Background: an optimization exercise with open tools, aiming at small area. Do not read the settings as production practice.
In this exercise RTL edits were held to simulation tests only and were not proved equivalent to the original.

==> inputs of job 6196 <==
==> flow/design.v (excerpt) <==
module myidct_less_lut(clk, rst, start, dct_2d, idct_2d, rdy);
==> module myidct_less_lut, before the edit <==
module myidct_less_lut(clk, rst, start, dct_2d, idct_2d, rdy);
output [7:0] idct_2d;
output rdy;
input clk, rst, start;
input [11:0] dct_2d;
integer n;
wire en = start & ~rst;
reg [5:0] pos;
reg wrapped;
reg rdy_q;
always @(posedge clk) begin
    if (rst) begin
        pos <= 6'd0;
        wrapped <= 1'b0;
        rdy_q <= 1'b0;
    end else if (start) begin
        pos <= pos + 6'd1;
        if (pos == 6'd63) wrapped <= 1'b1;
        if (wrapped && pos == 6'd11) rdy_q <= 1'b1;
    end
end
wire [2:0] ph = pos[2:0];
reg [11:0] xin [0:62];
always @(posedge clk) begin
    if (start) begin
        xin[0] <= dct_2d;
        for (n = 1; n < 63; n = n + 1) xin[n] <= xin[n-1];
    end
end
reg [11:0] xs [0:63];
always @(posedge clk) begin
    if (en && pos == 6'd63) begin
        for (n = 0; n < 63; n = n + 1) xs[n] <= xin[62-n];
        xs[63] <= dct_2d;
    end
end
wire [11:0] xr [0:7];
genvar g;
generate
    for (g = 0; g < 8; g = g + 1) begin : rowsel
        assign xr[g] = xs[{ph, g[2:0]}];
    end
endgenerate
wire [27:0] y;
idct_dot_row rowpass(.sel(pos[5:3]), .x0(xr[0]), .x1(xr[1]), .x2(xr[2]), .x3(xr[3]),
                     .x4(xr[4]), .x5(xr[5]), .x6(xr[6]), .x7(xr[7]), .y(y));
reg [27:0] ysr [0:6];
always @(posedge clk) begin
    if (start) begin
        ysr[0] <= y;
        for (n = 1; n < 7; n = n + 1) ysr[n] <= ysr[n-1];
    end
end
wire [28:0] splus, sminus;
idct_addsub sadd(.a(ysr[6]), .b(ysr[2]), .sum(splus), .dif(sminus));
reg [28:0] sa, sb;
reg [27:0] pa, pb;
reg [27:0] o [0:3];
always @(posedge clk) begin
    if (start) begin
        if (ph == 3'd7) begin
            sa <= splus;
            sb <= sminus;
            pa <= ysr[4];
            pb <= ysr[0];
            o[0] <= ysr[5];
            o[1] <= ysr[3];
            o[2] <= ysr[1];
            o[3] <= y;
        end else begin
            sa <= sb;
            sb <= sa;
            pa <= ~pb;
            pb <= pa;
            o[0] <= ~o[2];
            o[1] <= o[0];
            o[2] <= ~o[3];
            o[3] <= ~o[1];
        end
    end
end
wire [7:0] pix;
idct_dot_col colpass(.ph(ph), .sa(sa), .pa(pa), .pb(pb), .o0(o[0]), .o1(o[1]),
                     .o2(o[2]), .o3(o[3]), .pix(pix));
reg [7:0] pbuf [0:3];
reg [1:0] ra;
always @(*) begin
    case (pos[4:0])
        5'd0: ra = 2'd0;
        5'd1: ra = 2'd1;
        5'd2: ra = 2'd2;
        5'd3: ra = 2'd3;
        5'd4: ra = 2'd0;
        5'd5: ra = 2'd1;
        5'd6: ra = 2'd3;
        5'd7: ra = 2'd3;
        5'd8: ra = 2'd2;
        5'd9: ra = 2'd3;
        5'd10: ra = 2'd1;
        5'd11: ra = 2'd0;
        5'd12: ra = 2'd2;
        5'd13: ra = 2'd3;
        5'd14: ra = 2'd0;
        5'd15: ra = 2'd0;
        5'd16: ra = 2'd1;
        5'd17: ra = 2'd0;
        5'd18: ra = 2'd3;
        5'd19: ra = 2'd2;
        5'd20: ra = 2'd1;
        5'd21: ra = 2'd0;
        5'd22: ra = 2'd2;
        5'd23: ra = 2'd2;
        5'd24: ra = 2'd3;
        5'd25: ra = 2'd2;
        5'd26: ra = 2'd0;
        5'd27: ra = 2'd1;
        5'd28: ra = 2'd3;
        5'd29: ra = 2'd2;
        5'd30: ra = 2'd1;
        5'd31: ra = 2'd1;
        default: ra = 0;
    endcase
end
always @(posedge clk) begin
    if (start) pbuf[ra] <= pix;
end
assign rdy = rdy_q & start;
assign idct_2d = (rdy & ~rst) ? pbuf[ra] : 8'd0;
endmodule
clock: 15.0 ns
lec_check: 0
cap_margin: 20
core_margin: 2
core_utilization: 65
cts_cluster_diameter: 100
cts_cluster_size: 32
place_density: 0.72
slew_margin: 20
synth_hierarchical: 1
synth_minimum_keep_size: 0
run.sh (not shown) runs the stock make flow with config.mk's settings and CLKGATE_MAP_FILE= SYNTH_SCRIPT=/design/flow/synth_recipe.tcl, a recipe that flattens the netlist after the stock synthesis.
==> inputs of job 1598, as changes to job 6196 <==
--- a/flow/design.v
+++ b/flow/design.v
@@ -3387,17 +3387,17 @@
 end
 wire [2:0] ph = pos[2:0];
-reg [11:0] xin [0:62];
+reg [11:0] xin [0:55];
 always @(posedge clk) begin
-    if (start) begin
+    if (start && pos[5:3] != 3'd7) begin
         xin[0] <= dct_2d;
-        for (n = 1; n < 63; n = n + 1) xin[n] <= xin[n-1];
+        for (n = 1; n < 56; n = n + 1) xin[n] <= xin[n-1];
     end
 end
 reg [11:0] xs [0:63];
 always @(posedge clk) begin
-    if (en && pos == 6'd63) begin
-        for (n = 0; n < 63; n = n + 1) xs[n] <= xin[62-n];
-        xs[63] <= dct_2d;
+    if (start && pos == 6'd63) begin
+        for (n = 0; n < 56; n = n + 1) xs[n] <= xin[55-n];
     end
+    if (start && pos[5:3] == 3'd7) xs[{3'd7, pos[2:0]}] <= dct_2d;
 end
 wire [11:0] xr [0:7];
@@ -3405,5 +3405,5 @@
 generate
     for (g = 0; g < 8; g = g + 1) begin : rowsel
-        assign xr[g] = xs[{ph, g[2:0]}];
+        assign xr[g] = xs[{ph - 3'd1, g[2:0]}];
     end
 endgenerate
@@ -3419,5 +3419,5 @@
 end
 wire [28:0] splus, sminus;
-idct_addsub sadd(.a(ysr[6]), .b(ysr[2]), .sum(splus), .dif(sminus));
+idct_addsub sadd(.a(ysr[5]), .b(ysr[1]), .sum(splus), .dif(sminus));
 reg [28:0] sa, sb;
 reg [27:0] pa, pb;
@@ -3428,10 +3428,10 @@
             sa <= splus;
             sb <= sminus;
-            pa <= ysr[4];
-            pb <= ysr[0];
-            o[0] <= ysr[5];
-            o[1] <= ysr[3];
-            o[2] <= ysr[1];
-            o[3] <= y;
+            pa <= ysr[3];
+            pb <= y;
+            o[0] <= ysr[4];
+            o[1] <= ysr[2];
+            o[2] <= ysr[0];
+            o[3] <= ysr[6];
         end else begin
             sa <= sb;
--- a/flow/config.mk
+++ b/flow/config.mk
@@ -6,11 +6,11 @@
 export NUM_CORES = 8
 export LEC_CHECK = 0
-export CAP_MARGIN = 20
+export CAP_MARGIN = 0
 export CORE_MARGIN = 2
 export CORE_UTILIZATION = 65
 export CTS_CLUSTER_DIAMETER = 100
-export CTS_CLUSTER_SIZE = 32
+export CTS_CLUSTER_SIZE = 28
 export PLACE_DENSITY = 0.72
-export SLEW_MARGIN = 20
+export SLEW_MARGIN = 0
 export SYNTH_HIERARCHICAL = 1
 export SYNTH_MINIMUM_KEEP_SIZE = 0
==> summary of the runs <==
- Against job 6196, the die area of job 1598 is lower by 2.0%.
- Between job 6196 and job 1598, the lower count of clock-buffer cells in the layout is in job 6196 (gap 8).
- Between job 6196 and job 1598, the lower setup slack is in job 1598 (gap 0.0054 ns).
- In critical path depth, job 1598 and job 6196 do not differ.
- Of job 1598 and job 6196, job 6196 has the higher flip-flop and latch count (gap 84).
- Against job 1598, the sequential share of layout area of job 6196 is higher by 1.2 points.
- Between job 6196 and job 1598, the lower area after synthesis is in job 1598 (gap 2.1%, measured against job 1598).

========
==> job 1173 <==
RTL: one of the versions met above, not the one the previous note started from.
==> module myidct_less_lut, before the edit <==
module myidct_less_lut(clk, rst, start, dct_2d, idct_2d, rdy);
output [7:0] idct_2d;
output rdy;
input clk, rst, start;
input [11:0] dct_2d;
integer n;
wire en = start & ~rst;
reg [5:0] pos;
reg wrapped;
reg rdy_q;
always @(posedge clk) begin
    if (rst) begin
        pos <= 6'd0;
        wrapped <= 1'b0;
        rdy_q <= 1'b0;
    end else if (start) begin
        pos <= pos + 6'd1;
        if (pos == 6'd63) wrapped <= 1'b1;
        if (wrapped && pos == 6'd11) rdy_q <= 1'b1;
    end
end
wire [2:0] ph = pos[2:0];
reg [11:0] xin [0:55];
always @(posedge clk) begin
    if (start && pos[5:3] != 3'd7) begin
        xin[0] <= dct_2d;
        for (n = 1; n < 56; n = n + 1) xin[n] <= xin[n-1];
    end
end
reg [11:0] xs [0:63];
always @(posedge clk) begin
    if (start && pos == 6'd63) begin
        for (n = 0; n < 56; n = n + 1) xs[n] <= xin[55-n];
    end
    if (start && pos[5:3] == 3'd7) xs[{3'd7, pos[2:0]}] <= dct_2d;
end
wire [11:0] xr [0:7];
genvar g;
generate
    for (g = 0; g < 8; g = g + 1) begin : rowsel
        assign xr[g] = xs[{ph - 3'd1, g[2:0]}];
    end
endgenerate
wire [27:0] y;
idct_dot_row rowpass(.sel(pos[5:3]), .x0(xr[0]), .x1(xr[1]), .x2(xr[2]), .x3(xr[3]),
                     .x4(xr[4]), .x5(xr[5]), .x6(xr[6]), .x7(xr[7]), .y(y));
reg [27:0] ysr [0:6];
always @(posedge clk) begin
    if (start) begin
        ysr[0] <= y;
        for (n = 1; n < 7; n = n + 1) ysr[n] <= ysr[n-1];
    end
end
wire [28:0] splus, sminus;
idct_addsub sadd(.a(ysr[5]), .b(ysr[1]), .sum(splus), .dif(sminus));
reg [28:0] sa, sb;
reg [27:0] pa, pb;
reg [27:0] o [0:3];
always @(posedge clk) begin
    if (start) begin
        if (ph == 3'd7) begin
            sa <= splus;
            sb <= sminus;
            pa <= ysr[3];
            pb <= y;
            o[0] <= ysr[4];
            o[1] <= ysr[2];
            o[2] <= ysr[0];
            o[3] <= ysr[6];
        end else begin
            sa <= sb;
            sb <= sa;
            pa <= ~pb;
            pb <= pa;
            o[0] <= ~o[2];
            o[1] <= o[0];
            o[2] <= ~o[3];
            o[3] <= ~o[1];
        end
    end
end
wire [7:0] pix;
idct_dot_col colpass(.ph(ph), .sa(sa), .pa(pa), .pb(pb), .o0(o[0]), .o1(o[1]),
                     .o2(o[2]), .o3(o[3]), .pix(pix));
reg [7:0] pbuf [0:3];
reg [1:0] ra;
always @(*) begin
    case (pos[4:0])
        5'd0: ra = 2'd0;
        5'd1: ra = 2'd1;
        5'd2: ra = 2'd2;
        5'd3: ra = 2'd3;
        5'd4: ra = 2'd0;
        5'd5: ra = 2'd1;
        5'd6: ra = 2'd3;
        5'd7: ra = 2'd3;
        5'd8: ra = 2'd2;
        5'd9: ra = 2'd3;
        5'd10: ra = 2'd1;
        5'd11: ra = 2'd0;
        5'd12: ra = 2'd2;
        5'd13: ra = 2'd3;
        5'd14: ra = 2'd0;
        5'd15: ra = 2'd0;
        5'd16: ra = 2'd1;
        5'd17: ra = 2'd0;
        5'd18: ra = 2'd3;
        5'd19: ra = 2'd2;
        5'd20: ra = 2'd1;
        5'd21: ra = 2'd0;
        5'd22: ra = 2'd2;
        5'd23: ra = 2'd2;
        5'd24: ra = 2'd3;
        5'd25: ra = 2'd2;
        5'd26: ra = 2'd0;
        5'd27: ra = 2'd1;
        5'd28: ra = 2'd3;
        5'd29: ra = 2'd2;
        5'd30: ra = 2'd1;
        5'd31: ra = 2'd1;
        default: ra = 0;
    endcase
end
always @(posedge clk) begin
    if (start) pbuf[ra] <= pix;
end
assign rdy = rdy_q & start;
assign idct_2d = (rdy & ~rst) ? pbuf[ra] : 8'd0;
endmodule
Settings: LEC_CHECK=0, CAP_MARGIN=0, CORE_MARGIN=2, CORE_UTILIZATION=55, CTS_CLUSTER_DIAMETER=100, CTS_CLUSTER_SIZE=28, PLACE_DENSITY=0.62, SLEW_MARGIN=0, SYNTH_HIERARCHICAL=1, SYNTH_MINIMUM_KEEP_SIZE=0; clock period 15.0 ns.
==> inputs of job 2319, as changes to job 1173 <==
--- a/flow/design.v
+++ b/flow/design.v
@@ -3386,25 +3386,25 @@
     end
 end
 wire [2:0] ph = pos[2:0];
-reg [11:0] xin [0:55];
+reg [11:0] xin [0:62];
 always @(posedge clk) begin
-    if (start && pos[5:3] != 3'd7) begin
+    if (start) begin
         xin[0] <= dct_2d;
-        for (n = 1; n < 56; n = n + 1) xin[n] <= xin[n-1];
+        for (n = 1; n < 63; n = n + 1) xin[n] <= xin[n-1];
     end
 end
 reg [11:0] xs [0:63];
 always @(posedge clk) begin
-    if (start && pos == 6'd63) begin
-        for (n = 0; n < 56; n = n + 1) xs[n] <= xin[55-n];
+    if (en && pos == 6'd63) begin
+        for (n = 0; n < 63; n = n + 1) xs[n] <= xin[62-n];
+        xs[63] <= dct_2d;
     end
-    if (start && pos[5:3] == 3'd7) xs[{3'd7, pos[2:0]}] <= dct_2d;
 end
 wire [11:0] xr [0:7];
 genvar g;
 generate
     for (g = 0; g < 8; g = g + 1) begin : rowsel
-        assign xr[g] = xs[{ph - 3'd1, g[2:0]}];
+        assign xr[g] = xs[{ph, g[2:0]}];
     end
 endgenerate
 wire [27:0] y;
@@ -3418,7 +3418,7 @@
     end
 end
 wire [28:0] splus, sminus;
-idct_addsub sadd(.a(ysr[5]), .b(ysr[1]), .sum(splus), .dif(sminus));
+idct_addsub sadd(.a(ysr[6]), .b(ysr[2]), .sum(splus), .dif(sminus));
 reg [28:0] sa, sb;
 reg [27:0] pa, pb;
 reg [27:0] o [0:3];
@@ -3427,12 +3427,12 @@
         if (ph == 3'd7) begin
             sa <= splus;
             sb <= sminus;
-            pa <= ysr[3];
-            pb <= y;
-            o[0] <= ysr[4];
-            o[1] <= ysr[2];
-            o[2] <= ysr[0];
-            o[3] <= ysr[6];
+            pa <= ysr[4];
+            pb <= ysr[0];
+            o[0] <= ysr[5];
+            o[1] <= ysr[3];
+            o[2] <= ysr[1];
+            o[3] <= y;
         end else begin
             sa <= sb;
             sb <= sa;
CAP_MARGIN = 20   (was 0)
CORE_UTILIZATION = 65   (was 55)
CTS_CLUSTER_DIAMETER = unset   (was 100)
CTS_CLUSTER_SIZE = unset   (was 28)
PLACE_DENSITY = 0.72   (was 0.62)
SLEW_MARGIN = 20   (was 0)
==> inputs of job 4016, as changes to job 1173 <==
--- a/flow/design.v
+++ b/flow/design.v
@@ -3386,25 +3386,25 @@
     end
 end
 wire [2:0] ph = pos[2:0];
-reg [11:0] xin [0:55];
+reg [11:0] xin [0:62];
 always @(posedge clk) begin
-    if (start && pos[5:3] != 3'd7) begin
+    if (start) begin
         xin[0] <= dct_2d;
-        for (n = 1; n < 56; n = n + 1) xin[n] <= xin[n-1];
+        for (n = 1; n < 63; n = n + 1) xin[n] <= xin[n-1];
     end
 end
 reg [11:0] xs [0:63];
 always @(posedge clk) begin
-    if (start && pos == 6'd63) begin
-        for (n = 0; n < 56; n = n + 1) xs[n] <= xin[55-n];
+    if (en && pos == 6'd63) begin
+        for (n = 0; n < 63; n = n + 1) xs[n] <= xin[62-n];
+        xs[63] <= dct_2d;
     end
-    if (start && pos[5:3] == 3'd7) xs[{3'd7, pos[2:0]}] <= dct_2d;
 end
 wire [11:0] xr [0:7];
 genvar g;
 generate
     for (g = 0; g < 8; g = g + 1) begin : rowsel
-        assign xr[g] = xs[{ph - 3'd1, g[2:0]}];
+        assign xr[g] = xs[{ph, g[2:0]}];
     end
 endgenerate
 wire [27:0] y;
@@ -3418,7 +3418,7 @@
     end
 end
 wire [28:0] splus, sminus;
-idct_addsub sadd(.a(ysr[5]), .b(ysr[1]), .sum(splus), .dif(sminus));
+idct_addsub sadd(.a(ysr[6]), .b(ysr[2]), .sum(splus), .dif(sminus));
 reg [28:0] sa, sb;
 reg [27:0] pa, pb;
 reg [27:0] o [0:3];
@@ -3427,12 +3427,12 @@
         if (ph == 3'd7) begin
             sa <= splus;
             sb <= sminus;
-            pa <= ysr[3];
-            pb <= y;
-            o[0] <= ysr[4];
-            o[1] <= ysr[2];
-            o[2] <= ysr[0];
-            o[3] <= ysr[6];
+            pa <= ysr[4];
+            pb <= ysr[0];
+            o[0] <= ysr[5];
+            o[1] <= ysr[3];
+            o[2] <= ysr[1];
+            o[3] <= y;
         end else begin
             sa <= sb;
             sb <= sa;
CAP_MARGIN = 20   (was 0)
CORE_UTILIZATION = 65   (was 55)
CTS_CLUSTER_SIZE = 24   (was 28)
PLACE_DENSITY = 0.72   (was 0.62)
SLEW_MARGIN = 20   (was 0)
==> comparison <==
Against job 4016, the register-to-register slack of job 2319 is lower by 0.11 ns. Worst setup slack, highest first: job 1173, job 4016, job 2319. Final cell count: job 1173 < job 4016 < job 2319. Job 1173 finished with timing, DRC and antenna clean. Job 2319 finished with timing, DRC and antenna clean. Job 4016 finished clean. Utilization, highest first: job 2319, job 4016, job 1173.

## what the ideal ports hide
No port has a modelled driver above. Below, the same layouts with a new extraction and two added sets of constraints.
Step 1 assumes that a clkbuf_16 drives the clock port and a buf_2 every other input.
Step 2 adds t to the input delays and takes it off the output delays; t is the mean of the earliest and latest rising clock arrival at the registers after step 1. Input paths then give back, and output paths get back, about the clock's delay inside the block.
Slacks: no drivers / after step 1 / after step 2; pairs: no drivers / after step 1.
| run | shift t [ns] | slack for setup (ns) | worst setup path after step 2 |
|---|---|---|---|
| job 6196 | 0.812 | 1.318 / 1.318 / 1.318 | register to register |
| job 1598 | 0.795 | 1.312 / 1.312 / 1.312 | register to register |
| job 1173 | 0.798 | 1.498 / 1.498 / 1.498 | register to register |
| job 2319 | 0.891 | 1.127 / 1.127 / 1.127 | register to register |
| job 4016 | 0.830 | 1.237 / 1.237 / 1.237 | register to register |
After both steps every run listed still meets setup and hold.
